From an optimization exercise on the open Yosys and OpenROAD flow, aimed at small area, a short achievable clock period and few clock cycles per item; shortcuts taken in it are not production practice.
Only simulation tests tie the RTL to the original design; equivalence was not proved.

==> flow/design.v <==
module GaussFilter #(parameter rows = 8, cols = 8, ksize = 3, data_width = 8) (
    input wire clk,
    input wire rst,
    input wire start,
    input wire [data_width*rows*cols-1:0] image_in,
    output wire [data_width*rows*cols-1:0] image_out,
    output reg image_out_valid,
    output reg done,
    input wire image_ready
);
    reg waiting;
    wire go = (start | waiting) & image_ready;
    always @(posedge clk or posedge rst) begin
        if (rst) begin
            waiting <= 1'b0;
            image_out_valid <= 1'b0;
            done <= 1'b0;
        end else begin
            waiting <= (start | waiting) & ~image_ready;
            image_out_valid <= go;
            done <= image_out_valid;
        end
    end
    wire sel = image_out_valid;
    function [7:0] px;
        input [511:0] img;
        input integer r, c;
        px = img[8*(8*r+c) +: 8];
    endfunction
    wire [7:0]  x   [0:3][0:7];
    wire [8:0]  pp  [0:3][0:7];
    wire [9:0]  v   [0:3][0:7];
    wire [10:0] q   [0:3][0:6];
    wire [11:0] h   [0:3][0:7];
    reg  [7:0]  top [0:3][0:7];
    genvar u, c;
    generate
        for (u = 0; u < 4; u = u + 1) begin : g_row
            for (c = 0; c < 8; c = c + 1) begin : g_col
                assign x[u][c] = sel ? px(image_in, 7-u, c) : px(image_in, u, c);
                if (u < 3) begin : g_pp
                    rca #(8) a_pp (.a(x[u][c]), .b(x[u+1][c]), .s(pp[u][c]));
                end else begin : g_pp3
                    rca #(8) a_pp (.a(px(image_in, 3, c)), .b(px(image_in, 4, c)), .s(pp[u][c]));
                end
                if (u == 0) begin : g_v0
                    rca #(9) a_v (.a(pp[0][c]), .b(sel ? {x[0][c], 1'b0} : pp[0][c]), .s(v[u][c]));
                end else begin : g_v
                    rca #(9) a_v (.a(pp[u-1][c]), .b(pp[u][c]), .s(v[u][c]));
                end
                if (c < 7) begin : g_q
                    rca #(10) a_q (.a(v[u][c]), .b(v[u][c+1]), .s(q[u][c]));
                end
                if (c == 0) begin : g_h0
                    assign h[u][c] = {q[u][0], 1'b0};
                end else if (c < 7) begin : g_h
                    rca #(11) a_h (.a(q[u][c-1]), .b(q[u][c]), .s(h[u][c]));
                end else begin : g_h7
                    rca #(11) a_h (.a(q[u][6]), .b({v[u][7], 1'b0}), .s(h[u][c]));
                end
                always @(posedge clk) top[u][c] <= h[u][c][11:4];
                assign image_out[8*(8*u+c) +: 8] = top[u][c];
                assign image_out[8*(8*(7-u)+c) +: 8] = h[u][c][11:4];
            end
        end
    endgenerate
endmodule
module rca #(parameter W = 8) (
    input wire [W-1:0] a,
    input wire [W-1:0] b,
    output wire [W:0] s
);
    wire [W:0] cy;
    assign cy[0] = 1'b0;
    genvar i;
    generate
        for (i = 0; i < W; i = i + 1) begin : g_bit
            assign s[i] = a[i] ^ b[i] ^ cy[i];
            assign cy[i+1] = (a[i] & b[i]) | (cy[i] & (a[i] ^ b[i]));
        end
    endgenerate
    assign s[W] = cy[W];
endmodule
Settings: LEC_CHECK=0, CAP_MARGIN=20, CORE_MARGIN=2, CORE_UTILIZATION=55, PLACE_DENSITY=0.7, SLEW_MARGIN=20; clock period 12.0 ns.
standard.sh (not shown) runs the stock make flow with config.mk's settings and CLKGATE_MAP_FILE= SYNTH_SCRIPT=/design/flow/synth_recipe.tcl, a recipe that flattens the netlist after the stock synthesis.
==> flow/flow/run.sh <==
#!/bin/bash
set -e
export BUFFER_PORTS_ARGS="-buffer_cell sky130_fd_sc_hd__buf_1"
bash standard.sh > standard.log 2>&1
The first run never finished: it broke off in 3_2_place_iop on PPL-0024.
Testbench counts at the start, summed over its fixed seeds: cycles 120, frames 64.
Then changed:
==> flow/design.v (replaced) <==
module GaussFilter #(parameter rows = 8, cols = 8, ksize = 3, data_width = 8) (
    input wire clk,
    input wire rst,
    input wire start,
    input wire [data_width*rows*cols-1:0] image_in,
    output wire [data_width*rows*cols-1:0] image_out,
    output reg image_out_valid,
    output reg done,
    input wire image_ready
);
    reg waiting;
    wire go = (start | waiting) & image_ready;
    always @(posedge clk or posedge rst) begin
        if (rst) begin
            waiting <= 1'b0;
            image_out_valid <= 1'b0;
            done <= 1'b0;
        end else begin
            waiting <= (start | waiting) & ~image_ready;
            image_out_valid <= go;
            done <= image_out_valid;
        end
    end
    wire sel = image_out_valid;
    function [7:0] px;
        input [511:0] img;
        input integer r, c;
        px = img[8*(8*r+c) +: 8];
    endfunction
    wire [7:0]  x   [0:3][0:7];
    wire [8:0]  pp  [0:3][0:7];
    wire [9:0]  v   [0:3][0:7];
    wire [10:0] q   [0:3][0:6];
    wire [11:0] h   [0:3][0:7];
    reg  [7:0]  top [0:3][0:7];
    genvar u, c;
    generate
        for (u = 0; u < 4; u = u + 1) begin : g_row
            for (c = 0; c < 8; c = c + 1) begin : g_col
                assign x[u][c] = sel ? px(image_in, 7-u, c) : px(image_in, u, c);
                if (u < 3) begin : g_pp
                    assign pp[u][c] = x[u][c] + x[u+1][c];
                end else begin : g_pp3
                    assign pp[u][c] = px(image_in, 3, c) + px(image_in, 4, c);
                end
                if (u == 0) begin : g_v0
                    assign v[u][c] = pp[0][c] + (sel ? {x[0][c], 1'b0} : pp[0][c]);
                end else begin : g_v
                    assign v[u][c] = pp[u-1][c] + pp[u][c];
                end
                if (c < 7) begin : g_q
                    assign q[u][c] = v[u][c] + v[u][c+1];
                end
                if (c == 0) begin : g_h0
                    assign h[u][c] = {q[u][0], 1'b0};
                end else if (c < 7) begin : g_h
                    assign h[u][c] = q[u][c-1] + q[u][c];
                end else begin : g_h7
                    assign h[u][c] = q[u][6] + {v[u][7], 1'b0};
                end
                always @(posedge clk) top[u][c] <= h[u][c][11:4];
                assign image_out[8*(8*u+c) +: 8] = top[u][c];
                assign image_out[8*(8*(7-u)+c) +: 8] = h[u][c][11:4];
            end
        end
    endgenerate
endmodule
Effect:
- This time the run ran to the end with no violations
- synthesized cell count climbs by 88%
- area after synthesis climbs by 35%
Testbench counts after the change, summed over its fixed seeds: cycles 120, frames 64.

static timing again, ports no longer ideal:
Ports are ideal in the flow. The routed layout listed here was re-timed in OpenROAD.
Step 1 (the two cells are an assumption about what drives the block):
set clk [get_ports {clk}]
set_driving_cell -lib_cell sky130_fd_sc_hd__clkbuf_16 $clk
set_driving_cell -lib_cell sky130_fd_sc_hd__buf_2 [delete_from_list [all_inputs] $clk]
Step 2 moves the port delays by t, midway between the first and last clock arrival at a register: inputs arrive t later, outputs are due t later. That takes back most of the time a late clock gives input paths.
Three values: ideal, step 1, step 2; two values: the first two.
run: the second run
shift t [ns]: 0.665
setup WS [ns]: 0.799 / 0.750 / 0.750
hold WS [ns]: 0.489 / 0.489 / 0.489
slew at the worst register clock pin (ns): 0.08 / 0.08
After both steps setup and hold are still met in the second run. The setup slack of the second run moves by -0.049 ns with the drivers and by -0.049 ns with both steps.
